Source: an optimization exercise on an open RTL-to-GDS flow (aim: small area, a short achievable clock period and few clock cycles per item). Production flows keep margins and buffers that such runs may drop. At most, simulation tests tie the RTL to the original design; equivalence was not proved. Only the layout flow was run in runs 2 to 4 and 6; the RTL was not checked for function there. Power figures rest on the tool's default switching activity, not on a simulated workload.

--- flow/flow/run.sh ---
#!/bin/bash
# Standard ORFS flow (the standard.sh) with two changes to how the layout
# is made: repair_timing is asked to leave a setup margin, so that it shortens
# the critical path well below the clock period, and the port buffers use a
# plain buffer cell instead of the delay cell buffer_ports picks by default.
set -uo pipefail
bash standard.sh SETUP_SLACK_MARGIN=11 "BUFFER_PORTS_ARGS=-buffer_cell sky130_fd_sc_hd__buf_2" finish > standard.log 2>&1
--- flow/standard.sh ---
#!/bin/bash
# synth_recipe.tcl (not shown) runs the flow's synth.tcl, then flattens the netlist and writes it again
# the make line also repeats each setting of config.mk as NAME=value (left out here)
make -C /OpenROAD-flow-scripts/flow DESIGN_CONFIG=/design/flow/config.mk WORK_HOME=/design/flow/orfs CLKGATE_MAP_FILE= SYNTH_SCRIPT=/design/flow/synth_recipe.tcl "${@:-finish}"
--- flow/config.mk ---
export PLATFORM = sky130hd
export DESIGN_NAME = fpadder
export DESIGN_NICKNAME = fpadder
export VERILOG_FILES = /design/flow/design.v
export SDC_FILE = /design/flow/constraint.sdc
export NUM_CORES = 4
export LEC_CHECK = 0
export ABC_AREA = 1
export CAP_MARGIN = 20
export CORE_MARGIN = 2
export CORE_UTILIZATION = 40
export SLEW_MARGIN = 20
--- flow/constraint.sdc ---
create_clock -name core_clock -period 20.0 [get_ports {clock}]
set_input_delay 4.0000 -clock core_clock [delete_from_list [all_inputs] [get_ports {clock}]]
set_output_delay 4.0000 -clock core_clock [all_outputs]
set_load 0.01 [all_outputs]
--- flow/design.v ---
module fpadder (output logic [31:0] sum, output logic ready,
                input logic [31:0] a, input logic clock, nreset);
    logic [1:0] state;
    always_ff @(posedge clock, negedge nreset)
        if (!nreset) state <= 2'b00;
        else         state <= {state[1] ^ state[0], state[1] | ~state[0]};
    assign ready = state[1] & state[0];
    logic load;
    assign load = state[1] & ~state[0];
    logic [31:0] n;
    always_ff @(posedge clock) n <= a;
    logic [7:0]  em, en;
    logic [22:0] fm, fn;
    logic        sm, sn;
    assign {sm, em, fm} = a;
    assign {sn, en, fn} = n;
    logic nan_m, nan_n, inf_m, inf_n, sg, ege, flip;
    logic [8:0]  dmn;
    logic [7:0]  dnm, d;
    logic [23:0] bg, sml, shifted;
    logic [24:0] s1;
    logic [25:0] sum26;
    logic        nan1, inf1, sign1;
    logic [7:0]  exp1;
    always_comb begin
        nan_m = (em == 8'hff) & (fm != 0);
        nan_n = (en == 8'hff) & (fn != 0);
        inf_m = (em == 8'hff) & (fm == 0);
        inf_n = (en == 8'hff) & (fn == 0);
        sg    = (sm == sn);
        dmn   = {1'b0, em} - {1'b0, en};
        dnm   = en - em;
        ege   = ~dmn[8];
        d     = ege ? dmn[7:0] : dnm;
        bg    = ege ? {1'b1, fm} : {1'b1, fn};
        sml   = ege ? {1'b1, fn} : {1'b1, fm};
        shifted = (d[7:5] != 0) ? 24'b0 : (sml >> d[4:0]);
        flip  = ~sg & (em == en) & (fm < fn);
        sum26 = {({1'b0, bg} ^ {25{flip}}), 1'b1} + {({1'b0, shifted} ^ {25{~sg & ~flip}}), ~sg};
        s1    = sum26[25:1];
        exp1  = ege ? em : en;
        sign1 = (ege & ~flip) ? sm : sn;
        nan1  = nan_m | nan_n;
        inf1  = (inf_m | inf_n) & ~(inf_m & inf_n & ~sg);
    end
    logic [24:0] s;
    logic [7:0]  e;
    logic        sgn, nan, inf;
    always_ff @(posedge clock)
        if (load) begin
            s   <= s1;
            e   <= exp1;
            sgn <= sign1;
            nan <= nan1;
            inf <= inf1;
        end
    logic [4:0]  lz;
    logic [24:0] norm;
    logic [31:0] x0, x1, x2, x3, x4, x5;
    logic [7:0]  eo;
    logic        zero, ovf;
    always_comb begin
        x0 = {s, 7'b0};
        lz[4] = (x0[31:16] == 0); x1 = lz[4] ? {x0[15:0], 16'b0} : x0;
        lz[3] = (x1[31:24] == 0); x2 = lz[3] ? {x1[23:0], 8'b0} : x1;
        lz[2] = (x2[31:28] == 0); x3 = lz[2] ? {x2[27:0], 4'b0} : x2;
        lz[1] = (x3[31:30] == 0); x4 = lz[1] ? {x3[29:0], 2'b0} : x3;
        lz[0] = (x4[31] == 0);    x5 = lz[0] ? {x4[30:0], 1'b0} : x4;
        norm = x5[31:7];
        eo   = e + 8'd1 - {3'b0, lz};
        zero = (s == 0) | (s[24] & (e == 8'h00) & (s[22:0] == 0));
        ovf  = s[24] & (e == 8'hfe);
        if (nan)             sum = 32'h7fffffff;
        else if (inf | ovf)  sum = {sgn, 8'hff, 23'h0};
        else if (zero)       sum = 32'h0;
        else                 sum = {sgn, eo, norm[23:1]};
    end
endmodule
==> reports/results.ini, run 1 <==
[outcome]
outcome=no timing/DRC/antenna violations

[global_routing]
track_usage=0.2185
antenna_found_initial=0
grt_overflow_total=0
grt_max_degree=59
grt_pass1_vias=8537
grt_pass1_wl_mm=42.19

[clock_tree]
clk_latency_ps=360
cts_num_sinks=70
cts_root_buf=clkbuf_16
clk_pin_slew_worst_paths_ps=70
cts_buffers=9
cts_max_level=3
hold_buffers=0
cts_tree=done
clock_path_buffers=2

[sta]
rsz0062_at_grt=no
finalHoldViolations=0
finalSetupViolCount=0
slew_violations=0
finalClockSkew_ps=18.92
fin_setup_tns_ps=0
tightest_slew_ps=678.1
finalCriticalPeriod_ps=8595
min_period_over_period=0.4297
worst_slack_ps=11410
slew_headroom=0.5475
clock.fmax_ghz=0.1163

[final_layout]
diodes=0
area_delta_synth_final_pct=12.72
final_area_um2=9933
final_nets=1525
drive_gt1_frac=0.1201

[critical_path]
cpMaxStageDelayCell=edfxtp_1
r2r_end=s[23]
reg2reg_depth=23
max_stage_delay_ps=430
cp_max_fo=25
crit_path_start_kind=flip-flop
cp_num_cells=29
critPathCapture=sum[30]
arrival_ps=4590
ff2ff_setup_slack_ps=14840
path_buf_inv=7
critPathTopFamily=simple AND/OR/NAND/NOR gates
worstSetupStartpoint=s[13]
crit_required_ps=16000
crit_top_cell=nand2_1
critPathKind=reg2out
cp-end-kind=output pin
rr_startpoint=n[2]

[floorplan]
chipHeight_um=152.4
core_um2=21760
initial_core_util=0.4050
die_x_um=152.4
std_cell_rows=54
design.die.area_um2=23230
ios=67

[detailed_routing]
drt-total-wl_mm=25.75
drtIter0Drc=683
vias=9079
drc=0
final_antenna_net_count=0
vias_per_cell=5.356
first_pass_iters=5
wl_per_cell_um=15.19

[yosys]
seq_area_frac_synth=0.2011
synth_seq_cells=70
syn_area_per_cell_um2=6.451
ys_warn_count=1
synthCells=1366
syn-cell-area_um2=8812
synth_cell_types=53
synth_fp_nets=1481

[placement]
dp_hpwl_mm=19.74
gp_congestion=0.9326
dpl_cell_area_um2=9198
portBuffers=66
place_ws_ps=9584

[pwr]
power_density_nw_per_um2=64.50
netSwitchingPower_w=0.0002770
power.share.clock=0.259
ir_drop_mv=0.04652
power_frac_seq=0.261
p_int_w=0.0003637
power_w=0.0006407
p_sw_frac=0.4324
p_leak_nw=4.612
pwr-share-comb=0.480

[run]
drv_cap=0

[worst_hold_path]
hp-class=reg2reg

cell type report:
type                       instances  area (um2)
multi-input combinational       1099        6351
timing repair inverter             2       15.01
clock inverter                     7       72.57
sequential                        70        1772
fill                            2327       11820
inverter                         138       544.3
clock buffer                       9       225.2
timing repair buffer              90       603.1
tap                              280       350.3
worst reg2reg max path: cells and delay by family, from the launching register on:
family | cells | cell delay, ps
AND/OR/NAND/NOR | 7 | 1010
flip-flops | 1 | 360
adder cells (fa/ha/maj) | 2 | 550
XOR/XNOR | 1 | 150
AO/OA/AOI/OAI | 10 | 1860
buffers and inverters | 3 | 960
worst min path at each step:
| stage | cells after the start | startpoint | slack (ps) | endpoint |
|---|---|---|---|---|
| 6_report | 2 | state[1] | 560 | state[1] |
| 3_5_place_dp | 2 | state[1] | 560 | state[1] |
| 4_1_cts | 2 | state[1] | 570 | state[1] |
| 3_3_place_gp | 2 | state[1] | 550 | state[1] |
| 5_1_grt | 2 | state[1] | 620 | state[1] |
| 2_1_floorplan | 2 | state[1] | 530 | state[1] |
cell usage after synthesis, drive strengths merged:
cell type	count	area, um2
nand2	410	1604
nand3	198	996.0
inv	137	514.3
o21ai	114	574.3
ha	77	963.4
xor2	62	550.5
a21oi	59	306.5
nor2	56	266.5
buf	38	254.0
edfxtp	36	1081
dfxtp	32	640.6
clkbuf	25	93.84
nor4	17	106.4
nand4	16	100.1
o211ai	15	112.6
nor3	13	70.07
xnor2	12	105.1
o21bai	5	37.54
o221ai	5	43.79
a21boi	4	30.03
a31oi	4	25.02
fa	4	80.08
mux2i	4	40.04
nand3b	4	42.54
a21o	3	22.52
o31ai	3	22.52
and2	2	12.51
dfrtp	2	50.05
or2	2	12.51
a211oi	1	7.510
a221oi	1	8.760
a22o	1	8.760
a41oi	1	8.760
and3	1	6.260
clkinv	1	3.750
o211a	1	10.01
routing by layer:
layer	track usage	routed length [um]	vias up
met4	0.08289	830	0
li1	-	-	4680
met3	0.01820	1001	45
met2	0.3730	12160	224
met1	0.2885	11760	4130
met5	0	0	-
state kept, by name, summed over array words and instances, names as in the netlist:
register / flops
e: 8
nan: 1
inf: 1
n: 32
s: 25
state: 2
sgn: 1
stage by stage:
stage	hold slack, ps	std cells	util
after floorplan	529.3	1366	-
after global placement	553.5	1656	0.4228
after detailed placement	562.1	1656	0.4228
after CTS	572.6	1679	0.4422
after global routing	622.6	1695	0.4566
final	562.8	1695	0.4566
placed cells by master (no fill, tap or decap), drive strengths merged, types with 4 or more instances in the layout:
cell,instances
a31oi,4
nor3,13
nand4,16
o221ai,5
nor2,58
fa,4
ha,77
inv,142
nor4,17
edfxtp,36
dfxtp,32
nand2,412
o21ai,114
a21oi,59
mux2i,4
nand3b,4
o211ai,15
xnor2,12
nand3,198
xor2,62
a21boi,4
buf,87
clkinvlp,4
clkbuf,11
o21bai,5
repair_timing:
| item | 4_1_cts | 5_1_grt |
|---|---|---|
| cloned | 4 | 4 |
| gates resized for setup | 14 | 48 |
| setup endpoints to repair | 23 | 15 |
| pin swaps | 2 | 10 |
| setup buffers | 3 | 12 |
cells by family (layout without fill, tap and decap cells):
group,count (synthesis),after routing,share of synthesized area
and+or+nand+nor,719,723,0.3650
buffers and inverters,201,246,0.09825
adders and majority gates,81,81,0.1184
AOI/OAI and AO/OA,217,217,0.1383
xor gates and xnor gates,74,74,0.07440
DFF,70,70,0.2011
muxes,4,4,0.004544
power groups by stage:
stage	clock (W)	sequential [W]	combinational [W]
6_report	0.000166	0.000167	0.000308
5_1_grt	0.000173	0.000168	0.000347
4_1_cts	0.000167	0.000167	0.000289
3_5_place_dp	0	0.000170	0.000280
3_3_place_gp	0	0.000170	0.000278
2_1_floorplan	0	0.000169	0.000217
Testbench counts, summed over its fixed seeds: cycles 9,600, items 3,200.
==> run 2, diff against run 1 <==
--- a/flow/design.v
+++ b/flow/design.v
@@ -61,11 +61,8 @@
     logic        zero, ovf;
     always_comb begin
-        x0 = {s, 7'b0};
-        lz[4] = (x0[31:16] == 0); x1 = lz[4] ? {x0[15:0], 16'b0} : x0;
-        lz[3] = (x1[31:24] == 0); x2 = lz[3] ? {x1[23:0], 8'b0} : x1;
-        lz[2] = (x2[31:28] == 0); x3 = lz[2] ? {x2[27:0], 4'b0} : x2;
-        lz[1] = (x3[31:30] == 0); x4 = lz[1] ? {x3[29:0], 2'b0} : x3;
-        lz[0] = (x4[31] == 0);    x5 = lz[0] ? {x4[30:0], 1'b0} : x4;
-        norm = x5[31:7];
+        lz = 5'd25;
+        for (int i = 0; i <= 24; i++)
+            if (s[i]) lz = 5'(24 - i);
+        norm = s << lz;
         eo   = e + 8'd1 - {3'b0, lz};
         zero = (s == 0) | (s[24] & (e == 8'h00) & (s[22:0] == 0));
==> run 2 against run 1 <==
Register-to-register slack got worse by 240 ps. Sequential share of layout area decreased by 0.51 points. Clock power decreased by 6%. Hold slack got worse by 0.56 ps. Synthesized cell count decreased by 4.1%. First-iteration DRC count decreased by 24%. Wire length decreased by 4.6%. Final area increased by 2.9%.
==> reports/results.ini, run 2 <==
[outcome]
outcome=no timing/DRC/antenna violations  ; unchanged

[critical_path]
reg2reg_depth=31  ; was 23
crit_top_cell=o21ai_2  ; was nand2_1
cp-end-kind=flip-flop  ; was output pin
ff2ff_setup_slack_ps=14600  ; was 14840 ps
crit_required_ps=20100  ; was 16000 ps
rr_startpoint=n[27]  ; was n[2]
cpMaxStageDelayCell=fa_2  ; was edfxtp_1
worstSetupStartpoint=a[23]  ; was s[13]
arrival_ps=8850  ; was 4590 ps
max_stage_delay_ps=430  ; about the same
r2r_end=s[24]  ; was s[23]
critPathKind=in2reg  ; was reg2out
cp_max_fo=7  ; was 25
crit_path_start_kind=input pin  ; was flip-flop

[worst_hold_path]
hp-class=reg2reg  ; unchanged
min_to=state[1]  ; unchanged
hold_depth=2  ; unchanged
hold_start=state[1]  ; unchanged

[placement]
dpl_cell_area_um2=8944  ; was 9198 um2
gp_congestion=0.9415  ; was 0.9326
portBuffers=66  ; unchanged
dp_hpwl_mm=18.88  ; was 19.74 mm
place_ws_ps=9174  ; was 9584 ps

[floorplan]
ios=67  ; unchanged
std_cell_rows=53  ; was 54
die_x_um=149.5  ; was 152.4 um
initial_core_util=0.4056  ; was 0.4050
core_um2=20890  ; was 21760 um2
design.die.area_um2=22360  ; was 23230 um2
chipHeight_um=149.5  ; was 152.4 um

[sta]
worst_slack_ps=11240  ; was 11410 ps
finalCriticalPeriod_ps=8756  ; was 8595 ps
whs_ps=562.2  ; was 562.8 ps
finalSetupViolCount=0  ; unchanged
clock.fmax_ghz=0.1142  ; was 0.1163 GHz
rsz0062_at_grt=yes  ; was no
finalHoldViolations=0  ; unchanged
fin_setup_tns_ps=0  ; unchanged
tightest_slew_ps=1003  ; was 678.1 ps
slew_violations=0  ; unchanged
finalClockSkew_ps=9.076  ; was 18.92 ps
slew_headroom=0.3307  ; was 0.5475
min_period_over_period=0.4378  ; was 0.4297

[final_layout]
largest_register=n  ; unchanged
mostFrequentLayoutCells=351 x nand2_1, 153 x inv_1, 135 x nand3_1  ; was 390 x nand2_1, 197 x nand3_1, 129 x inv_1
multi_input_area_um2=6241  ; was 6351 um2
fillers=2149  ; was 2327
top_regs=n x32, s x25, e x8  ; unchanged
final_area_um2=10220  ; was 9933 um2
final_nets=1506  ; was 1525
seqCellArea_um2=1772  ; unchanged
drive_gt1_frac=0.1683  ; was 0.1201
area_delta_synth_final_pct=20.68  ; was 12.72%
final_common_cell=nand2_1  ; unchanged
diodes=0  ; unchanged
largest_reg_flops=32  ; unchanged

[clock_tree]
cts_buffers=9  ; unchanged
cts_root_buf=clkbuf_16  ; unchanged
clk_pin_slew_worst_paths_ps=60  ; was 70 ps
clock_path_buffers=2  ; unchanged
clk_latency_ps=350  ; was 360 ps
cts_num_sinks=70  ; unchanged
cts_tree=done  ; unchanged
hold_buffers=0  ; unchanged
cts_max_level=3  ; unchanged

[yosys]
syn-cell-area_um2=8472  ; was 8812 um2
synth_cell_types=54  ; was 53
syn_area_per_cell_um2=6.467  ; was 6.451 um2
synthCells=1310  ; was 1366
ys_warn_count=1  ; unchanged
async_flop_share=0.02857  ; unchanged
yosys.cell_count.top_type=nand2_1  ; unchanged
synth_top_cells_by_area=nand2_1 16%, edfxtp_1 13%, ha_1 11%  ; was nand2_1 17%, edfxtp_1 12%, nand3_1 11%
seq_area_frac_synth=0.2091  ; was 0.2011
synth_area_leader_cell=nand2_1  ; unchanged
synthTopCellsByCount=361 x nand2_1, 159 x inv_1, 138 x nand3_1, 105 x o21ai_0, 77 x ha_1  ; was 394 x nand2_1, 197 x nand3_1, 130 x inv_1, 100 x o21ai_0, 77 x ha_1
synth_fp_nets=1425  ; was 1481
ys.flop_type=edfxtp_1  ; unchanged
synth_top_area_share=0.1599  ; was 0.1678
synth_seq_cells=70  ; unchanged
synth-edff-count=36  ; unchanged

[pwr]
power_w=0.0006859  ; was 0.0006407 W
power.share.clock=0.227  ; was 0.259
p_int_w=0.0004054  ; was 0.0003637 W
p_sw_frac=0.4090  ; was 0.4324
ir_drop_mv=0.03871  ; was 0.04652 mV
power_frac_seq=0.246  ; was 0.261
power_density_nw_per_um2=67.09  ; was 64.50 nW/um2
netSwitchingPower_w=0.0002805  ; was 0.0002770 W
p_leak_nw=4.678  ; was 4.612 nW
pwr-share-comb=0.527  ; was 0.480

[run]
drv_cap=0  ; unchanged

[global_routing]
grt_overflow_total=0  ; unchanged
grt_pass1_vias=7998  ; was 8537
grt_pass1_wl_mm=39.37  ; was 42.19 mm
track_usage=0.2196  ; was 0.2185
grt_max_degree=44  ; was 59
antenna_found_initial=0  ; unchanged

[detailed_routing]
first_pass_iters=5  ; unchanged
vias=8713  ; was 9079
drt-total-wl_mm=24.56  ; was 25.75 mm
final_antenna_net_count=0  ; unchanged
vias_per_cell=5.214  ; was 5.356
wl_per_cell_um=14.70  ; was 15.19 um
drc=0  ; unchanged
drtIter0Drc=521  ; was 683

run 2: metal layers:
metal,routed length [um],share of wire,vias to the layer above,GRT usage
li1,-,-,4525,-
met1,11030,0.45,3920,0.2778
met2,11790,0.48,223,0.3821
met3,948,0.039,45,0.02439
met4,803,0.033,0,0.08619
met5,0,0,-,0
run 2: worst max-delay path: cells and delay by family:
| family | cells | cell delay [ps] |
|---|---|---|
| muxes | 1 | 290 |
| adders and majority gates | 3 | 940 |
| xor gates and xnor gates | 3 | 480 |
| and+or+nand+nor | 7 | 770 |
| buffers and inverters | 6 | 560 |
| AOI/OAI and AO/OA | 13 | 1800 |
run 2: cell type report:
cell class | instances | share of cell area
Clock inverter | 7 | 0.006242
Multi-Input combinational cell | 1023 | 0.6104
Timing Repair Buffer | 123 | 0.09215
Inverter | 164 | 0.06217
Clock buffer | 9 | 0.02203
Sequential cell | 70 | 0.1733
Tap cell | 275 | 0.03366
run 2: power by group through the flow:
stage                     registers [W]  logic, W  clock network (W)
after global placement         0.000171  0.000272                  0
after CTS                      0.000168  0.000307           0.000161
after floorplan                0.000171  0.000217                  0
final                          0.000168  0.000362           0.000156
after detailed placement       0.000171  0.000273                  0
after global routing           0.000169  0.000398           0.000166
run 2: logic make-up (layout without fill, tap and decap cells):
logic type | Yosys count | after routing | synth area share
AOI/OAI and AO/OA | 243 | 243 | 0.1617
xor gates and xnor gates | 82 | 82 | 0.08655
adders and majority gates | 81 | 81 | 0.1232
buffers and inverters | 218 | 303 | 0.1041
DFF | 70 | 70 | 0.2091
muxes | 8 | 8 | 0.009452
and+or+nand+nor | 608 | 609 | 0.3059
run 2: repair_timing:
item                                   in CTS  in global routing
pin swaps                                  10                 42
setup endpoints to repair                  21                 11
resized for setup                          32                110
endpoints found under the hold margin       0                  0
cloned                                      5                  0
buffers inserted                           17                 28
run 2: worst max path at each step:
stage                     cells after the start    end  slack, ps
after global placement                       40  s[23]       9330
after CTS                                    41  s[23]      11000
after detailed placement                     40  s[23]       9170
after floorplan                              42  s[23]      11350
after global routing                         43  s[23]      10840
final                                        33  s[24]      11240
run 2: stage by stage:
| step | util | std cells |
|---|---|---|
| 2_1_floorplan | - | 1310 |
| 3_3_place_gp | 0.4282 | 1605 |
| 3_5_place_dp | 0.4282 | 1605 |
| 4_1_cts | 0.4605 | 1643 |
| 5_1_grt | 0.4894 | 1671 |
| 6_report | 0.4894 | 1671 |
==> run 3, diff against run 2 <==
--- a/flow/design.v
+++ b/flow/design.v
@@ -10,4 +10,15 @@
     logic [31:0] n;
     always_ff @(posedge clock) n <= a;
+    function automatic logic less(input logic [31:0] x, input logic [31:0] y);
+        logic [31:0] g, p;
+        g = ~x & y;
+        p = ~x | y;
+        for (int w = 1; w < 32; w = w * 2)
+            for (int j = 0; j + w < 32; j += 2 * w) begin
+                g[j + 2*w - 1] = g[j + 2*w - 1] | (p[j + 2*w - 1] & g[j + w - 1]);
+                p[j + 2*w - 1] = p[j + 2*w - 1] & p[j + w - 1];
+            end
+        less = g[31];
+    endfunction
     logic [7:0]  em, en;
     logic [22:0] fm, fn;
@@ -31,5 +42,5 @@
         dmn   = {1'b0, em} - {1'b0, en};
         dnm   = en - em;
-        ege   = ~dmn[8];
+        ege   = ~less({24'b0, em}, {24'b0, en});
         d     = ege ? dmn[7:0] : dnm;
         bg    = ege ? {1'b1, fm} : {1'b1, fn};
==> run 3 against run 2 <==
Clock power is about 10% higher. Fmax rose by 0.45%. Largest power group unchanged. Critical path depth grew 3. Global-route usage decreased by 1.3 points. Utilization down 1.4 points. Critical path type unchanged. Sequential share of layout area increased by 0.57 points. Critical endpoint unchanged. Synthesized cell count is 2.1% lower. Worst setup slack gained 39 ps. Non-clock buffer count down 12. Area after synthesis shrank 0.72%.
==> reports/results.ini, run 3 <==
[critical_path]
rr_startpoint=n[24]  ; was n[27]
cpMaxStageDelayCell=a221oi_4  ; was fa_2
max_stage_delay_ps=290  ; was 430 ps
cp-end-kind=flip-flop  ; unchanged
arrival_ps=8800  ; was 8850 ps
reg2reg_depth=39  ; was 31
r2r_end=s[24]  ; unchanged
crit_required_ps=20090  ; was 20100 ps
crit_path_start_kind=input pin  ; unchanged
cp_max_fo=7  ; unchanged
ff2ff_setup_slack_ps=14580  ; was 14600 ps
critPathKind=in2reg  ; unchanged
crit_top_cell=inv_1  ; was o21ai_2

[pwr]
power.share.clock=0.253  ; was 0.227
power_frac_seq=0.246  ; about the same
ir_drop_mv=0.05561  ; was 0.03871 mV
p_int_w=0.0004093  ; was 0.0004054 W
p_sw_frac=0.3983  ; was 0.4090
p_leak_nw=4.597  ; was 4.678 nW
netSwitchingPower_w=0.0002710  ; was 0.0002805 W
power_density_nw_per_um2=68.72  ; was 67.09 nW/um2
pwr-share-comb=0.501  ; was 0.527

[placement]
portBuffers=66  ; unchanged
place_ws_ps=9589  ; was 9174 ps
gp_congestion=0.9426  ; was 0.9415
dp_hpwl_mm=18.40  ; was 18.88 mm

[sta]
finalHoldViolations=0  ; unchanged
clock.fmax_ghz=0.1147  ; was 0.1142 GHz
finalSetupViolCount=0  ; unchanged
rsz0062_at_grt=yes  ; unchanged
slew_headroom=0.4506  ; was 0.3307
finalClockSkew_ps=8.258  ; was 9.076 ps
min_period_over_period=0.4358  ; was 0.4378
slew_violations=0  ; unchanged
worst_slack_ps=11280  ; was 11240 ps
fin_setup_tns_ps=0  ; unchanged
finalCriticalPeriod_ps=8717  ; was 8756 ps
tightest_slew_ps=822.2  ; was 1003 ps

[yosys]
synth_compound_area_frac=0.1739  ; was 0.1617
synth_top_cells_by_area=nand2_1 16%, edfxtp_1 13%, ha_1 12%  ; was nand2_1 16%, edfxtp_1 13%, ha_1 11%
synth_fp_nets=1400  ; was 1425
synth_seq_cells=70  ; unchanged
seq_area_frac_synth=0.2107  ; was 0.2091
syn_area_per_cell_um2=6.555  ; was 6.467 um2
async_flop_share=0.02857  ; unchanged
synthCells=1283  ; was 1310
ys_warn_count=1  ; unchanged
yosys.area_share.simple=0.3021  ; was 0.3059
synth_mux_area_frac=0.003570  ; was 0.009452
syn-cell-area_um2=8411  ; was 8472 um2
synthAdderAreaFrac=0.1270  ; was 0.1232
yosys.cell_count.top_type=nand2_1  ; unchanged
synth_cell_types=58  ; was 54
synth-edff-count=36  ; unchanged
synthTopCellsByCount=351 x nand2_1, 136 x inv_1, 131 x nand3_1, 106 x o21ai_0, 79 x ha_1  ; was 361 x nand2_1, 159 x inv_1, 138 x nand3_1, 105 x o21ai_0, 77 x ha_1
synth_area_leader_cell=nand2_1  ; unchanged
ys.flop_type=edfxtp_1  ; unchanged
synth_top_family_by_area=simple AND/OR/NAND/NOR gates  ; unchanged
synth_xor_area_frac=0.08762  ; was 0.08655
synth_top_area_share=0.1566  ; was 0.1599

[detailed_routing]
final_antenna_net_count=0  ; unchanged
first_pass_iters=5  ; unchanged
drc=0  ; unchanged
vias=8524  ; was 8713
vias_per_cell=5.207  ; was 5.214
drtIter0Drc=510  ; was 521
wl_per_cell_um=14.89  ; was 14.70 um
drt-total-wl_mm=24.38  ; was 24.56 mm

[outcome]
outcome=no timing/DRC/antenna violations  ; unchanged

[floorplan]
std_cell_rows=53  ; unchanged
design.die.area_um2=22200  ; was 22360 um2
die_x_um=149.0  ; was 149.5 um
initial_core_util=0.4039  ; was 0.4056
chipHeight_um=149.0  ; was 149.5 um
core_um2=20820  ; was 20890 um2
ios=67  ; unchanged

[clock_tree]
clk_pin_slew_worst_paths_ps=60  ; about the same
cts_num_sinks=70  ; unchanged
cts_root_buf=clkbuf_16  ; unchanged
clock_path_buffers=2  ; unchanged
cts_buffers=9  ; unchanged
cts_max_level=3  ; unchanged
cts_tree=done  ; unchanged
clk_latency_ps=350  ; about the same

[final_layout]
area_delta_synth_final_pct=17.70  ; was 20.68%
seqCellArea_um2=1772  ; unchanged
largest_reg_flops=32  ; unchanged
final_common_cell=nand2_1  ; unchanged
final_nets=1474  ; was 1506
drive_gt1_frac=0.1490  ; was 0.1683
diodes=0  ; unchanged
fillers=2213  ; was 2149
mostFrequentLayoutCells=344 x nand2_1, 135 x inv_1, 131 x nand3_1  ; was 351 x nand2_1, 153 x inv_1, 135 x nand3_1
top_regs=n x32, s x25, e x8  ; unchanged
multi_input_area_um2=6118  ; was 6241 um2
largest_register=n  ; unchanged

[global_routing]
antenna_found_initial=0  ; unchanged
grt_pass1_vias=7618  ; was 7998
track_usage=0.2070  ; was 0.2196
grt_overflow_total=0  ; unchanged
grt_pass1_wl_mm=37.28  ; was 39.37 mm
grt_max_degree=84  ; was 44

[worst_hold_path]
min_to=state[1]  ; unchanged
hold_depth=2  ; unchanged
hold_start=state[1]  ; unchanged
hp-class=reg2reg  ; unchanged

[run]
drv_cap=0  ; unchanged

## run 3: cell count changes after synthesis, sizes merged, moves of 5 or more
cell,delta
xnor2,-5
buf,+5
inv,-21
o21ai,+16
nand3,-5
clkbuf,-5
mux2i,-5
nand4,-6
nand2,-8
xor2,+5
a21boi,-5
## run 3: cell type report
cell class,count,area share
multi-input combinational,1020,0.6180
sequential,70,0.1790
timing repair buffer,111,0.07824
inverter,143,0.05637
tap,275,0.03476
clock buffer,9,0.02275
clock inverter,7,0.009858
timing repair inverter,2,0.001011
## run 3: worst max path at each step
stage	end	start	slack (ps)
2_1_floorplan	s[23]	a[28]	11560
3_3_place_gp	s[23]	a[24]	9770
3_5_place_dp	s[23]	a[24]	9590
4_1_cts	s[21]	a[24]	10940
5_1_grt	s[24]	a[23]	10870
6_report	s[24]	a[28]	11280
## run 3: cells by family (layout without fill, tap and decap cells)
| group | Yosys count | count (layout) |
|---|---|---|
| fa+ha+maj | 83 | 83 |
| xor+xnor | 82 | 82 |
| simple gates | 593 | 596 |
| mux | 3 | 3 |
| buf+inv | 197 | 272 |
| flops | 70 | 70 |
| compound gates | 255 | 256 |
## run 3: routing by layer
metal	GRT usage	vias up	part of all wire	wire, um
met3	0.02355	57	0.043	1044
li1	-	4455	-	-
met1	0.2746	3776	0.45	11030
met5	0	-	0	0
met2	0.3475	236	0.47	11420
met4	0.07571	0	0.036	877
## run 3: power by group through the flow
| stage | sequential (W) | clock, W | combinational (W) |
|---|---|---|---|
| 3_5_place_dp | 0.000171 | 0 | 0.000273 |
| 3_3_place_gp | 0.000171 | 0 | 0.000272 |
| 5_1_grt | 0.000168 | 0.000180 | 0.000377 |
| 2_1_floorplan | 0.000170 | 0 | 0.000220 |
| 6_report | 0.000168 | 0.000172 | 0.000341 |
| 4_1_cts | 0.000168 | 0.000176 | 0.000281 |
## run 3: what timing repair did
action,4_1_cts,5_1_grt
hold buffers,0,0
cloned,1,9
pin swaps,1,22
endpoints found under the setup margin,15,15
buffers inserted,4,29
gates resized for setup,9,84
## run 3: worst max-delay path: cells and delay by family
family                   cells  cell delay (ps)
adder cells (fa/ha/maj)      2              490
buffers and inverters        9              930
AND/OR/NAND/NOR              9              830
AO/OA/AOI/OAI               14             2160
XOR/XNOR                     2              370
## run 3: through the flow
stage          total power (W)  hold WS (ps)  std cells  cell area (um2)    util
4_1_cts              0.0006242         563.3       1599             9280  0.4457
2_1_floorplan        0.0003906         529.3       1283             8411       -
5_1_grt              0.0007245         576.1       1637             9899  0.4754
3_3_place_gp         0.0004428         550.2       1578             8882  0.4266
6_report             0.0006803         558.1       1637             9899  0.4754
3_5_place_dp         0.0004437         561.8       1578             8882  0.4266
==> run 4, diff against run 3 <==
--- a/flow/design.v
+++ b/flow/design.v
@@ -47,5 +47,5 @@
         sml   = ege ? {1'b1, fn} : {1'b1, fm};
         shifted = (d[7:5] != 0) ? 24'b0 : (sml >> d[4:0]);
-        flip  = ~sg & (em == en) & (fm < fn);
+        flip  = ~sg & (em == en) & less({9'b0, fm}, {9'b0, fn});
         sum26 = {({1'b0, bg} ^ {25{flip}}), 1'b1} + {({1'b0, shifted} ^ {25{~sg & ~flip}}), ~sg};
         s1    = sum26[25:1];
==> run 4 against run 3 <==
Sequential power about the same. Critical path depth unchanged. Die area up 0.30%. Synthesized cell count shrank 1.2%. Clock power decreased by 7%. Area after synthesis increased by 0.31%. Critical path type unchanged. Via count up 0.77%. Worst setup slack worse by 24 ps. Wire length decreased by 0.47%.
==> reports/results.ini, run 4 <==
[critical_path]
crit_path_start_kind=input pin  ; unchanged
crit_top_cell=buf_4  ; was inv_1
ff2ff_setup_slack_ps=14700  ; was 14580 ps
path_buf_inv=10  ; was 9
cpMaxStageDelayCell=ha_1  ; was a221oi_4
arrival_ps=8830  ; was 8800 ps
critPathTopFamily=compound AO/OA/AOI/OAI gates  ; unchanged
crit_required_ps=20090  ; about the same
max_stage_delay_ps=370  ; was 290 ps
critPathKind=in2reg  ; unchanged
cp-end-kind=flip-flop  ; unchanged
cp_max_fo=12  ; was 7

[yosys]
synth_fp_nets=1362  ; was 1400
seq_area_frac_synth=0.2100  ; was 0.2107
synth_top_cells_by_area=nand2_1 15%, edfxtp_1 13%, ha_1 8.3%  ; was nand2_1 16%, edfxtp_1 13%, ha_1 12%
synth_area_leader_cell=nand2_1  ; unchanged
yosys.cell_count.top_type=nand2_1  ; unchanged
synth-edff-count=36  ; unchanged
ys.flop_type=edfxtp_1  ; unchanged
ys_warn_count=1  ; unchanged
synth_cell_types=61  ; was 58
syn_area_per_cell_um2=6.654  ; was 6.555 um2
synthCells=1268  ; was 1283
synth_top_area_share=0.1482  ; was 0.1566
syn-cell-area_um2=8437  ; was 8411 um2
async_flop_share=0.02857  ; unchanged
synth_seq_cells=70  ; unchanged
synthTopCellsByCount=333 x nand2_1, 133 x inv_1, 124 x nand3_1, 82 x o21ai_0  ; was 351 x nand2_1, 136 x inv_1, 131 x nand3_1, 106 x o21ai_0, 79 x ha_1

[floorplan]
initial_core_util=0.4039  ; about the same
core_um2=20890  ; was 20820 um2
std_cell_rows=53  ; unchanged
design.die.area_um2=22270  ; was 22200 um2
die_x_um=149.2  ; was 149.0 um
ios=67  ; unchanged
chipHeight_um=149.2  ; was 149.0 um

[pwr]
power_frac_seq=0.243  ; was 0.246
power_w=0.0006918  ; was 0.0006803 W
p_sw_frac=0.4040  ; was 0.3983
power_density_nw_per_um2=69.49  ; was 68.72 nW/um2
netSwitchingPower_w=0.0002795  ; was 0.0002710 W
pwr-share-comb=0.526  ; was 0.501
p_leak_nw=4.438  ; was 4.597 nW
ir_drop_mv=0.04964  ; was 0.05561 mV
power.share.clock=0.231  ; was 0.253
p_int_w=0.0004123  ; was 0.0004093 W

[global_routing]
track_usage=0.2137  ; was 0.2070
grt_max_degree=48  ; was 84
antenna_found_initial=0  ; unchanged
grt_pass1_vias=7787  ; was 7618
grt_pass1_wl_mm=38.38  ; was 37.28 mm
grt_overflow_total=0  ; unchanged

[sta]
finalHoldViolations=0  ; unchanged
min_period_over_period=0.4370  ; was 0.4358
finalClockSkew_ps=11.80  ; was 8.258 ps
finalSetupViolCount=0  ; unchanged
worst_slack_ps=11260  ; was 11280 ps
slew_violations=0  ; unchanged
tightest_slew_ps=877.8  ; was 822.2 ps
finalCriticalPeriod_ps=8741  ; was 8717 ps
fin_setup_tns_ps=0  ; unchanged
slew_headroom=0.4148  ; was 0.4506
whs_ps=552.6  ; was 558.1 ps
rsz0062_at_grt=yes  ; unchanged
clock.fmax_ghz=0.1144  ; was 0.1147 GHz

[outcome]
outcome=no timing/DRC/antenna violations  ; unchanged

[final_layout]
drive_gt1_frac=0.1927  ; was 0.1490
final_common_cell=nand2_1  ; unchanged
area_delta_synth_final_pct=18.00  ; was 17.70%
largest_register=n  ; unchanged
multi_input_area_um2=6106  ; was 6118 um2
final_nets=1433  ; was 1474
largest_reg_flops=32  ; unchanged
diodes=0  ; unchanged
seqCellArea_um2=1772  ; unchanged
mostFrequentLayoutCells=326 x nand2_1, 129 x inv_1, 119 x nand3_1  ; was 344 x nand2_1, 135 x inv_1, 131 x nand3_1
fillers=2179  ; was 2213
top_regs=n x32, s x25, e x8  ; unchanged
final_area_um2=9956  ; was 9899 um2

[placement]
dp_hpwl_mm=17.76  ; was 18.40 mm
place_ws_ps=9490  ; was 9589 ps
dpl_cell_area_um2=8885  ; was 8882 um2
portBuffers=66  ; unchanged
gp_congestion=0.9470  ; was 0.9426

[clock_tree]
cts_tree=done  ; unchanged
cts_num_sinks=70  ; unchanged
clk_pin_slew_worst_paths_ps=60  ; about the same
clock_path_buffers=2  ; unchanged
cts_max_level=3  ; unchanged
clk_latency_ps=350  ; about the same
cts_root_buf=clkbuf_16  ; unchanged
cts_buffers=9  ; unchanged

[detailed_routing]
drtIter0Drc=589  ; was 510
first_pass_iters=5  ; unchanged
vias_per_cell=5.306  ; was 5.207
final_antenna_net_count=0  ; unchanged
drc=0  ; unchanged
vias=8590  ; was 8524
wl_per_cell_um=14.99  ; was 14.89 um
drt-total-wl_mm=24.26  ; was 24.38 mm

[run]
drv_cap=0  ; unchanged

[worst_hold_path]
hp-class=reg2reg  ; unchanged

run 4: changes by cell type after synthesis, moves of 5 or more:
cell	change
nand3_1	-7
a21oi_1	-9
xor2_1	-5
clkbuf_1	-6
nand2_2	+10
ha_1	-23
nand3_2	+19
buf_2	+5
o21ai_1	+16
a221oi_1	+5
o21ai_0	-24
nand2_1	-18
o22ai_1	+8
run 4: layout make-up:
type | count | area share
clock buffers | 9 | 0.02262
clock inverters | 7 | 0.007289
inverters | 144 | 0.05681
multi-input cells | 1000 | 0.6133
flip-flops and latches | 70 | 0.1780
well taps | 275 | 0.03456
repair buffers | 113 | 0.08697
repair inverters | 1 | 0.0005027
run 4: metal layers:
layer  global-route usage  wire [um]  up-vias
met3              0.02355        927       46
met5                    0          0        -
met2               0.3507      11430      235
li1                     -          -     4424
met4              0.09190        802        0
met1               0.2847      11100     3885
run 4: cell families (layout without fill, tap and decap cells):
family / Yosys count / after routing / synth area share
and+or+nand+nor: 597 / 597 / 0.3237
AOI/OAI and AO/OA: 259 / 259 / 0.1820
muxes: 4 / 4 / 0.005190
buffers and inverters: 198 / 274 / 0.1008
adders and majority gates: 60 / 60 / 0.09254
xor gates and xnor gates: 80 / 80 / 0.08572
DFF: 70 / 70 / 0.2100
run 4: timing repair:
| item | in CTS | in global routing |
|---|---|---|
| resized for setup | 29 | 63 |
| buffers inserted | 14 | 18 |
| endpoints found under the hold margin | 0 | 0 |
| endpoints found under the setup margin | 18 | 10 |
| hold buffers | 0 | 0 |
| pin swaps | 6 | 28 |
| gates cloned | 6 | 1 |
run 4: power groups by stage:
stage          clock (W)  sequential, W  combinational, W
2_1_floorplan          0       0.000170          0.000227
3_3_place_gp           0       0.000171          0.000281
3_5_place_dp           0       0.000171          0.000281
4_1_cts         0.000164       0.000168          0.000318
5_1_grt         0.000169       0.000168          0.000399
6_report        0.000160       0.000168          0.000364
run 4: worst paths after layout:
| path | start | end | cells past startpoint |
|---|---|---|---|
| worst max-delay path | a[23] | s[24] | 36 |
| worst min-delay path | state[1] | state[1] | 2 |
| worst max register to register | n[23] | s[24] | 34 |
| worst min register to register | state[1] | state[1] | 2 |
| max in group asynchronous | nreset | state[0] | 1 |
| min in group asynchronous | nreset | state[1] | 1 |
run 4: worst reg2reg max path: cells and delay by family, from the launching register on:
kind | cells | cell delay (ps)
AO/OA/AOI/OAI | 12 | 1600
adder cells (fa/ha/maj) | 3 | 910
buffers and inverters | 8 | 890
AND/OR/NAND/NOR | 8 | 800
XOR/XNOR | 3 | 500
flip-flops | 1 | 370
run 4: per-stage QoR:
stage,utilization,cells
3_5_place_dp,0.4253,1564
4_1_cts,0.4576,1600
5_1_grt,0.4766,1619
6_report,0.4766,1619
3_3_place_gp,0.4253,1564
2_1_floorplan,-,1268
==> run 5, diff against run 4 <==
--- a/flow/design.v
+++ b/flow/design.v
@@ -10,15 +10,4 @@
     logic [31:0] n;
     always_ff @(posedge clock) n <= a;
-    function automatic logic less(input logic [31:0] x, input logic [31:0] y);
-        logic [31:0] g, p;
-        g = ~x & y;
-        p = ~x | y;
-        for (int w = 1; w < 32; w = w * 2)
-            for (int j = 0; j + w < 32; j += 2 * w) begin
-                g[j + 2*w - 1] = g[j + 2*w - 1] | (p[j + 2*w - 1] & g[j + w - 1]);
-                p[j + 2*w - 1] = p[j + 2*w - 1] & p[j + w - 1];
-            end
-        less = g[31];
-    endfunction
     logic [7:0]  em, en;
     logic [22:0] fm, fn;
@@ -42,10 +31,10 @@
         dmn   = {1'b0, em} - {1'b0, en};
         dnm   = en - em;
-        ege   = ~less({24'b0, em}, {24'b0, en});
+        ege   = ~dmn[8];
         d     = ege ? dmn[7:0] : dnm;
         bg    = ege ? {1'b1, fm} : {1'b1, fn};
         sml   = ege ? {1'b1, fn} : {1'b1, fm};
         shifted = (d[7:5] != 0) ? 24'b0 : (sml >> d[4:0]);
-        flip  = ~sg & (em == en) & less({9'b0, fm}, {9'b0, fn});
+        flip  = ~sg & (em == en) & (fm < fn);
         sum26 = {({1'b0, bg} ^ {25{flip}}), 1'b1} + {({1'b0, shifted} ^ {25{~sg & ~flip}}), ~sg};
         s1    = sum26[25:1];
@@ -72,8 +61,11 @@
     logic        zero, ovf;
     always_comb begin
-        lz = 5'd25;
-        for (int i = 0; i <= 24; i++)
-            if (s[i]) lz = 5'(24 - i);
-        norm = s << lz;
+        x0 = {s, 7'b0};
+        lz[4] = (x0[31:16] == 0); x1 = lz[4] ? {x0[15:0], 16'b0} : x0;
+        lz[3] = (x1[31:24] == 0); x2 = lz[3] ? {x1[23:0], 8'b0} : x1;
+        lz[2] = (x2[31:28] == 0); x3 = lz[2] ? {x2[27:0], 4'b0} : x2;
+        lz[1] = (x3[31:30] == 0); x4 = lz[1] ? {x3[29:0], 2'b0} : x3;
+        lz[0] = (x4[31] == 0);    x5 = lz[0] ? {x4[30:0], 1'b0} : x4;
+        norm = x5[31:7];
         eo   = e + 8'd1 - {3'b0, lz};
         zero = (s == 0) | (s[24] & (e == 8'h00) & (s[22:0] == 0));
--- a/flow/flow/run.sh
+++ b/flow/flow/run.sh
@@ -5,3 +5,3 @@
 # plain buffer cell instead of the delay cell buffer_ports picks by default.
 set -uo pipefail
-bash standard.sh SETUP_SLACK_MARGIN=11 "BUFFER_PORTS_ARGS=-buffer_cell sky130_fd_sc_hd__buf_2" finish > standard.log 2>&1
+bash standard.sh SETUP_SLACK_MARGIN=11.5 "BUFFER_PORTS_ARGS=-buffer_cell sky130_fd_sc_hd__buf_2" finish > standard.log 2>&1
--- a/flow/config.mk
+++ b/flow/config.mk
@@ -9,4 +9,4 @@
 export CAP_MARGIN = 20
 export CORE_MARGIN = 2
-export CORE_UTILIZATION = 40
+export CORE_UTILIZATION = 50
 export SLEW_MARGIN = 20
==> run 5 against run 4 <==
Still clean on timing, DRC and antenna. Critical path type unchanged. Sequential cell count stayed put. Final area rose by 5.1%. Clock power about the same. Global-route usage is 7.4 points higher. Wire length grew 13%. Synthesized cell count is 7.7% higher.
==> reports/results.ini, run 5 <==
[outcome]
outcome=no timing/DRC/antenna violations  ; unchanged

[floorplan]
ios=67  ; unchanged
chipHeight_um=136.8  ; was 149.2 um
design.die.area_um2=18700  ; was 22270 um2
die_x_um=136.8  ; was 149.2 um
std_cell_rows=48  ; was 53
core_um2=17240  ; was 20890 um2
initial_core_util=0.5113  ; was 0.4039

[yosys]
synth_compound_area_frac=0.1383  ; was 0.1820
synthTopCellsByCount=394 x nand2_1, 197 x nand3_1, 130 x inv_1, 100 x o21ai_0, 77 x ha_1  ; was 333 x nand2_1, 133 x inv_1, 124 x nand3_1, 82 x o21ai_0
ys.flop_type=edfxtp_1  ; unchanged
synth_top_area_share=0.1678  ; was 0.1482
synthCells=1366  ; was 1268
synth_mux_area_frac=0.004544  ; was 0.005191
synth-edff-count=36  ; unchanged
synth_area_leader_cell=nand2_1  ; unchanged
synth_fp_nets=1481  ; was 1362
ys_warn_count=1  ; unchanged
seq_area_frac_synth=0.2011  ; was 0.2100
syn_area_per_cell_um2=6.451  ; was 6.654 um2
async_flop_share=0.02857  ; unchanged
syn-cell-area_um2=8812  ; was 8437 um2
synth_top_cells_by_area=nand2_1 17%, edfxtp_1 12%, nand3_1 11%  ; was nand2_1 15%, edfxtp_1 13%, ha_1 8.3%
synth_seq_cells=70  ; unchanged
yosys.area_share.simple=0.3650  ; was 0.3237
synth_top_family_by_area=simple AND/OR/NAND/NOR gates  ; unchanged
yosys.cell_count.top_type=nand2_1  ; unchanged
synthAdderAreaFrac=0.1184  ; was 0.09254
synth_xor_area_frac=0.07440  ; was 0.08572
synth_cell_types=53  ; was 61

[critical_path]
crit_path_start_kind=input pin  ; unchanged
crit_top_cell=xor2_1  ; was buf_4
rr_startpoint=n[23]  ; unchanged
cp_max_fo=29  ; was 12
reg2reg_depth=21  ; was 34
critPathKind=in2reg  ; unchanged
crit_required_ps=20090  ; about the same
arrival_ps=8380  ; was 8830 ps
cpMaxStageDelayCell=fa_2  ; was ha_1
path_cells=buf_2 -> inv_1 -> ha_1 -> fa_2 -> o21ai_2 -> nand2_1 -> nand2_4 -> bufbuf_16 -> o21ai_1 -> xor2_1 -> nand4_1 -> buf_4 -> nor2_4 -> nand3_1 -> xor2_1 -> ha_1 -> nand2_1 -> nor4_1 -> a21boi_2 -> o21ai_1 -> a21boi_2 -> o211ai_1 -> xor2_1
ff2ff_setup_slack_ps=15230  ; was 14700 ps
cp-end-kind=flip-flop  ; unchanged
max_stage_delay_ps=440  ; was 370 ps
r2r_end=s[23]  ; was s[24]

[worst_hold_path]
min_to=state[1]  ; unchanged
hold_start=state[1]  ; unchanged
hp-class=reg2reg  ; unchanged
hold_depth=2  ; unchanged

[run]
drv_cap=0  ; unchanged

[sta]
finalCriticalPeriod_ps=8293  ; was 8741 ps
rsz0062_at_grt=yes  ; unchanged
finalClockSkew_ps=16.23  ; was 11.80 ps
slew_violations=0  ; unchanged
finalSetupViolCount=0  ; unchanged
min_period_over_period=0.4146  ; was 0.4370
finalHoldViolations=0  ; unchanged
tightest_slew_ps=812.2  ; was 877.8 ps
whs_ps=565.9  ; was 552.6 ps
clock.fmax_ghz=0.1206  ; was 0.1144 GHz
fin_setup_tns_ps=0  ; unchanged
slew_headroom=0.4535  ; was 0.4148

[placement]
dpl_cell_area_um2=9129  ; was 8885 um2
dp_hpwl_mm=19.84  ; was 17.76 mm
gp_congestion=0.9501  ; was 0.9470
portBuffers=66  ; unchanged

[clock_tree]
cts_num_sinks=70  ; unchanged
cts_root_buf=clkbuf_16  ; unchanged
cts_max_level=3  ; unchanged
cts_tree=done  ; unchanged
hold_buffers=0  ; unchanged
cts_buffers=9  ; unchanged
clock_path_buffers=2  ; unchanged
clk_latency_ps=350  ; about the same
clk_pin_slew_worst_paths_ps=70  ; was 60 ps

[global_routing]
grt_overflow_total=0  ; unchanged
track_usage=0.2879  ; was 0.2137
grt_max_degree=59  ; was 48
grt_pass1_vias=8595  ; was 7787
grt_pass1_wl_mm=42.57  ; was 38.38 mm
antenna_found_initial=0  ; unchanged

[detailed_routing]
vias=9424  ; was 8590
drt-total-wl_mm=27.51  ; was 24.26 mm
wl_per_cell_um=16.33  ; was 14.99 um
final_antenna_net_count=0  ; unchanged
first_pass_iters=6  ; was 5
drc=0  ; unchanged
drtIter0Drc=626  ; was 589
vias_per_cell=5.593  ; was 5.306

[final_layout]
drive_gt1_frac=0.1760  ; was 0.1927
final_util=0.6070  ; was 0.4766
mostFrequentLayoutCells=381 x nand2_1, 190 x nand3_1, 127 x inv_1  ; was 326 x nand2_1, 129 x inv_1, 119 x nand3_1
final_common_cell=nand2_1  ; unchanged
top_regs=n x32, s x25, e x8  ; unchanged
diodes=0  ; unchanged
final_nets=1570  ; was 1433
largest_register=n  ; unchanged
largest_reg_flops=32  ; unchanged
final_area_um2=10460  ; was 9956 um2
area_delta_synth_final_pct=18.73  ; was 18.00%

[pwr]
power_density_nw_per_um2=62.39  ; was 69.49 nW/um2
ir_drop_mv=0.04214  ; was 0.04964 mV
power_w=0.0006528  ; was 0.0006918 W
p_leak_nw=4.844  ; was 4.438 nW

## run 5: per-layer routing
layer  GRT usage  up-vias  wire, um
met4      0.1354        0      1010
met2      0.5111      283     13660
met5           0        -         0
met1      0.3501     4303     11800
li1            -     4767         -
met3     0.02593       71      1038
## run 5: stage by stage
stage	setup WS [ps]	cells
finish	11710	1685
global route	11400	1685
CTS	11470	1653
detailed placement	9383	1601
global placement	9580	1601
floorplan	11650	1366
## run 5: worst max path at each step
| stage | startpoint | end | slack [ps] | depth (start not counted) |
|---|---|---|---|---|
| 6_report | a[23] | s[23] | 11710 | 23 |
| 5_1_grt | a[23] | s[23] | 11400 | 24 |
| 4_1_cts | a[28] | s[23] | 11470 | 28 |
| 3_5_place_dp | a[23] | s[23] | 9380 | 27 |
| 3_3_place_gp | a[23] | s[23] | 9580 | 27 |
| 2_1_floorplan | a[23] | s[23] | 11650 | 29 |
## run 5: power by group
part / total (W) / switching, W / internal [W]
combinational: 0.000326 / 0.000204 / 0.000123
sequential: 0.000167 / 0.00000298 / 0.000164
clock: 0.000159 / 0.0000723 / 0.0000867
total: 0.000653 / 0.000279 / 0.000374
## run 5: cell type report
class / instances / area [um2]
fill: 1716 / 6774
multi-input combinational: 1103 / 6618
sequential: 70 / 1772
timing repair buffer: 130 / 917.1
inverter: 138 / 566.8
tap: 225 / 281.5
clock buffer: 9 / 225.2
clock inverter: 7 / 61.31
timing repair inverter: 3 / 21.27
## run 5: logic make-up after synthesis
kind of cell               Yosys count
and+or+nand+nor                    719
AOI/OAI and AO/OA                  217
buffers and inverters              201
adders and majority gates           81
xor gates and xnor gates            74
DFF                                 70
muxes                                4
## run 5: timing repair
item,4_1_cts,5_1_grt
setup endpoints to repair,31,14
resized for setup,53,70
pin swaps,13,36
gates cloned,10,3
buffers inserted,26,29
## run 5: worst max-delay path: cells and delay by family
kind                       cells  cell delay, ps
and+or+nand+nor                7            1240
adders and majority gates      3            1070
AOI/OAI and AO/OA              6             930
buffers and inverters          4             700
xor gates and xnor gates       3             420
Testbench counts of run 5, summed over its fixed seeds: cycles 9,600, items 3,200.
==> run 6, diff against run 5 <==
--- a/flow/design.v
+++ b/flow/design.v
@@ -61,11 +61,8 @@
     logic        zero, ovf;
     always_comb begin
-        x0 = {s, 7'b0};
-        lz[4] = (x0[31:16] == 0); x1 = lz[4] ? {x0[15:0], 16'b0} : x0;
-        lz[3] = (x1[31:24] == 0); x2 = lz[3] ? {x1[23:0], 8'b0} : x1;
-        lz[2] = (x2[31:28] == 0); x3 = lz[2] ? {x2[27:0], 4'b0} : x2;
-        lz[1] = (x3[31:30] == 0); x4 = lz[1] ? {x3[29:0], 2'b0} : x3;
-        lz[0] = (x4[31] == 0);    x5 = lz[0] ? {x4[30:0], 1'b0} : x4;
-        norm = x5[31:7];
+        lz = 5'd25;
+        for (int i = 0; i <= 24; i++)
+            if (s[i]) lz = 5'(24 - i);
+        norm = s << lz;
         eo   = e + 8'd1 - {3'b0, lz};
         zero = (s == 0) | (s[24] & (e == 8'h00) & (s[22:0] == 0));
==> flow/flow/run.sh (replaced) <==
#!/bin/bash
# Standard ORFS flow (the standard.sh) with three changes to how the
# layout is made:
#  - ABC maps the logic with flow/abc.script (a copy of ORFS's scripts folder
#    is used, identical except for that ABC recipe);
#  - repair_timing is asked to leave a setup margin, so that it shortens the
#    critical path well below the clock period;
#  - the port buffers use a plain buffer cell instead of the delay cell that
#    buffer_ports picks by default.
set -uo pipefail
rm -rf scripts_mod
cp -r "$FLOW_HOME/scripts" scripts_mod
cp flow/abc.script scripts_mod/abc_area.script
bash standard.sh SCRIPTS_DIR=$PWD/scripts_mod ABC_AREA=1 SETUP_SLACK_MARGIN=11 "BUFFER_PORTS_ARGS=-buffer_cell sky130_fd_sc_hd__buf_2" finish > standard.log 2>&1
==> flow/flow/abc.script (new file) <==
strash
dch
map -a
topo
buffer -c
topo
stime -c
upsize -c
dnsize -c
--- a/flow/config.mk
+++ b/flow/config.mk
@@ -9,4 +9,4 @@
 export CAP_MARGIN = 20
 export CORE_MARGIN = 2
-export CORE_UTILIZATION = 50
+export CORE_UTILIZATION = 40
 export SLEW_MARGIN = 20
==> run 6 against run 5 <==
Synthesized cell count shrank 10%. Clock-buffer cell count is the same. Fmax shrank 8.2%. Die area grew 15%. Sequential power is essentially flat. Largest power group unchanged.
==> reports/results.ini, run 6 <==
[outcome]
outcome=no timing/DRC/antenna violations  ; unchanged

[yosys]
synth_fp_nets=1341  ; was 1481
synth_area_leader_cell=edfxtp_1  ; was nand2_1
async_flop_share=0.02857  ; unchanged
syn_area_per_cell_um2=6.652  ; was 6.451 um2
synth_top_family_by_area=simple AND/OR/NAND/NOR gates  ; unchanged
synth_seq_cells=70  ; unchanged
synth_compound_area_frac=0.2218  ; was 0.1383
yosys.cell_count.top_type=nand2_1  ; unchanged
synth_cell_types=60  ; was 53
syn-cell-area_um2=8155  ; was 8812 um2
synthTopCellsByCount=266 x nand2_1, 154 x o21ai_0, 147 x inv_1, 107 x nor2_1, 80 x a21oi_1  ; was 394 x nand2_1, 197 x nand3_1, 130 x inv_1, 100 x o21ai_0, 77 x ha_1
synth_top_cells_by_area=edfxtp_1 13%, nand2_1 12%, ha_1 12%  ; was nand2_1 17%, edfxtp_1 12%, nand3_1 11%
synth_top_area_share=0.1326  ; was 0.1678
synth-edff-count=36  ; unchanged
seq_area_frac_synth=0.2172  ; was 0.2011
synth_xor_area_frac=0.08791  ; was 0.07440
synth_mux_area_frac=0.008592  ; was 0.004544
ys_warn_count=1  ; unchanged
yosys.area_share.simple=0.2355  ; was 0.3650
synthCells=1226  ; was 1366
synthAdderAreaFrac=0.1280  ; was 0.1184
ys.flop_type=edfxtp_1  ; unchanged

[floorplan]
core_um2=20100  ; was 17240 um2
chipHeight_um=146.8  ; was 136.8 um
die_x_um=146.8  ; was 136.8 um
design.die.area_um2=21550  ; was 18700 um2
initial_core_util=0.4057  ; was 0.5113
ios=67  ; unchanged
std_cell_rows=52  ; was 48

[clock_tree]
cts_max_level=3  ; unchanged
clock_path_buffers=2  ; unchanged
cts_root_buf=clkbuf_16  ; unchanged
cts_buffers=9  ; unchanged
hold_buffers=0  ; unchanged
clk_latency_ps=350  ; about the same
cts_num_sinks=70  ; unchanged
clk_pin_slew_worst_paths_ps=60  ; was 70 ps
cts_tree=done  ; unchanged

[final_layout]
final_common_cell=nand2_1  ; unchanged
largest_reg_flops=32  ; unchanged
top_regs=n x32, s x25, e x8  ; unchanged
fin_cells=1602  ; was 1685
final_nets=1442  ; was 1570
diodes=0  ; unchanged
mostFrequentLayoutCells=253 x nand2_1, 129 x inv_1, 126 x o21ai_0  ; was 381 x nand2_1, 190 x nand3_1, 127 x inv_1
largest_register=n  ; unchanged
drive_gt1_frac=0.2012  ; was 0.1760
final_area_um2=10050  ; was 10460 um2
area_delta_synth_final_pct=23.23  ; was 18.73%

[pwr]
power.share.clock=0.255  ; was 0.244
ir_drop_mv=0.03894  ; was 0.04214 mV
power_density_nw_per_um2=70.17  ; was 62.39 nW/um2
p_int_w=0.0004234  ; was 0.0003737 W
netSwitchingPower_w=0.0002818  ; was 0.0002790 W
p_leak_nw=4.433  ; was 4.844 nW
p_sw_frac=0.3996  ; was 0.4274
power_frac_seq=0.238  ; was 0.256
pwr-share-comb=0.507  ; was 0.500

[global_routing]
grt_max_degree=61  ; was 59
grt_pass1_vias=7624  ; was 8595
track_usage=0.2094  ; was 0.2879
grt_pass1_wl_mm=37.06  ; was 42.57 mm
grt_overflow_total=0  ; unchanged
antenna_found_initial=0  ; unchanged

[run]
drv_cap=0  ; unchanged

[detailed_routing]
first_pass_iters=5  ; was 6
vias_per_cell=5.164  ; was 5.593
drt-total-wl_mm=23.37  ; was 27.51 mm
final_antenna_net_count=0  ; unchanged
wl_per_cell_um=14.59  ; was 16.33 um
vias=8272  ; was 9424
drc=0  ; unchanged
drtIter0Drc=549  ; was 626

[sta]
worst_slack_ps=10960  ; was 11710 ps
finalCriticalPeriod_ps=9036  ; was 8293 ps
rsz0062_at_grt=yes  ; unchanged
finalClockSkew_ps=13.11  ; was 16.23 ps
finalHoldViolations=0  ; unchanged
slew_headroom=0.2984  ; was 0.4535
slew_violations=0  ; unchanged
tightest_slew_ps=1052  ; was 812.2 ps
min_period_over_period=0.4518  ; was 0.4146
finalSetupViolCount=0  ; unchanged
fin_setup_tns_ps=0  ; unchanged
clock.fmax_ghz=0.1107  ; was 0.1206 GHz

[critical_path]
critPathKind=in2reg  ; unchanged
cpMaxStageDelayCell=fa_2  ; unchanged
crit_required_ps=20080  ; was 20090 ps
cp-end-kind=flip-flop  ; unchanged
crit_top_cell=nand3_2  ; was xor2_1
cp_max_fo=8  ; was 29
arrival_ps=9110  ; was 8380 ps
max_stage_delay_ps=420  ; was 440 ps
crit_path_start_kind=input pin  ; unchanged

[placement]
dpl_cell_area_um2=8651  ; was 9129 um2
dp_hpwl_mm=16.93  ; was 19.84 mm
dpl.cell_count=1518  ; was 1601
place_ws_ps=9100  ; was 9383 ps
gp_congestion=0.9626  ; was 0.9501
portBuffers=66  ; unchanged

[worst_hold_path]
hp-class=reg2reg  ; unchanged

[run 6: worst paths after layout]
path / from / endpoint / slack, ps / cells past startpoint
setup / recovery: a[23] / s[24] / 10960 / 40
hold / removal: state[1] / state[1] / 570 / 2
setup reg to reg: n[27] / s[24] / 14300 / 39
hold reg to reg: state[1] / state[1] / 570 / 2
max in group asynchronous: nreset / state[1] / 16470 / 1
min in group asynchronous: nreset / state[0] / 3430 / 1
[run 6: power groups by stage]
stage	Combinational, W	Sequential, W	Clock, W
2_1_floorplan	0.000204	0.000170	0
3_3_place_gp	0.000255	0.000171	0
3_5_place_dp	0.000256	0.000171	0
4_1_cts	0.000313	0.000168	0.000184
5_1_grt	0.000393	0.000168	0.000189
6_report	0.000358	0.000168	0.000180
[run 6: per-stage QoR]
stage / hold slack (ps) / power (W) / util
6_report: 569.1 / 0.0007051 / 0.4999
5_1_grt: 609.6 / 0.0007509 / 0.4999
4_1_cts: 575.9 / 0.0006645 / 0.4804
3_5_place_dp: 566.0 / 0.0004261 / 0.4303
3_3_place_gp: 555.9 / 0.0004259 / 0.4303
2_1_floorplan: 529.3 / 0.0003740 / -
[run 6: timing repair]
| action | in CTS | in global routing |
|---|---|---|
| cloned | 7 | 1 |
| gates resized for setup | 81 | 75 |
| endpoints found under the hold margin | 0 | 0 |
| setup endpoints to repair | 19 | 11 |
| buffers inserted | 40 | 20 |
| pin swaps | 23 | 47 |
[run 6: metal layers]
metal | GRT usage | up-vias | wire length (um)
li1 | - | 4314 | -
met1 | 0.2714 | 3736 | 10610
met2 | 0.3690 | 182 | 11430
met3 | 0.02298 | 40 | 800
met4 | 0.06019 | 0 | 543
met5 | 0 | - | 0
[run 6: kinds of logic (layout without fill, tap and decap cells)]
group           Yosys count  after routing
xor+xnor                 81             82
flops                    70             70
mux                       7              7
simple gates            465            469
compound gates          318            318
fa+ha+maj                81             81
buf+inv                 204            305
[run 6: final cells by class]
type | instances | area, um2
clock inverter | 7 | 102.6
fill | 2022 | 10050
timing repair inverter | 2 | 15.01
multi-input combinational | 957 | 6081
inverter | 152 | 593.1
timing repair buffer | 135 | 923.4
clock buffer | 9 | 225.2
tap | 270 | 337.8
sequential | 70 | 1772
[run 6: critical path: cells and delay by family]
kind,cells,cell delay [ps]
AOI/OAI and AO/OA,8,1200
xor gates and xnor gates,3,420
adders and majority gates,3,930
buffers and inverters,4,350
and+or+nand+nor,22,2180

==> port drivers added, routing unchanged <==
How much do the figures lean on ideal ports? The routed layouts below were timed once more, with nothing changed but the port constraints.
Step 1 (the two cells are an assumption about what drives the block):
set clk [get_ports {clock}]
set_driving_cell -lib_cell sky130_fd_sc_hd__clkbuf_16 $clk
set_driving_cell -lib_cell sky130_fd_sc_hd__buf_2 [delete_from_list [all_inputs] $clk]
Step 2 times the ports against the registers' clock, not the clock port: input delays grow and output delays shrink by t, the midpoint of the rising clock arrivals with the driver on.
a / b / c = ideal ports / drivers / drivers and shift; a / b = the first two.
run | t (ns) | setup slack, ns | worst setup path at the end | pins driven straight from the clock port
run 1 | 0.395 | 11.405 / 11.361 / 11.090 | input to register | 1
run 2 | 0.392 | 11.244 / 11.242 / 10.850 | input to register | 1
run 3 | 0.383 | 11.283 / 11.305 / 10.922 | input to register | 1
run 4 | 0.383 | 11.259 / 11.278 / 10.895 | input to register | 1
run 5 | 0.389 | 11.707 / 11.670 / 11.339 | input to register | 1
run 6 | 0.379 | 10.964 / 10.954 / 10.575 | input to register | 1
After both steps every run listed still meets setup and hold. The setup slack of run 2, which loses most, moves by -0.002 ns with the drivers and by -0.394 ns with both steps.
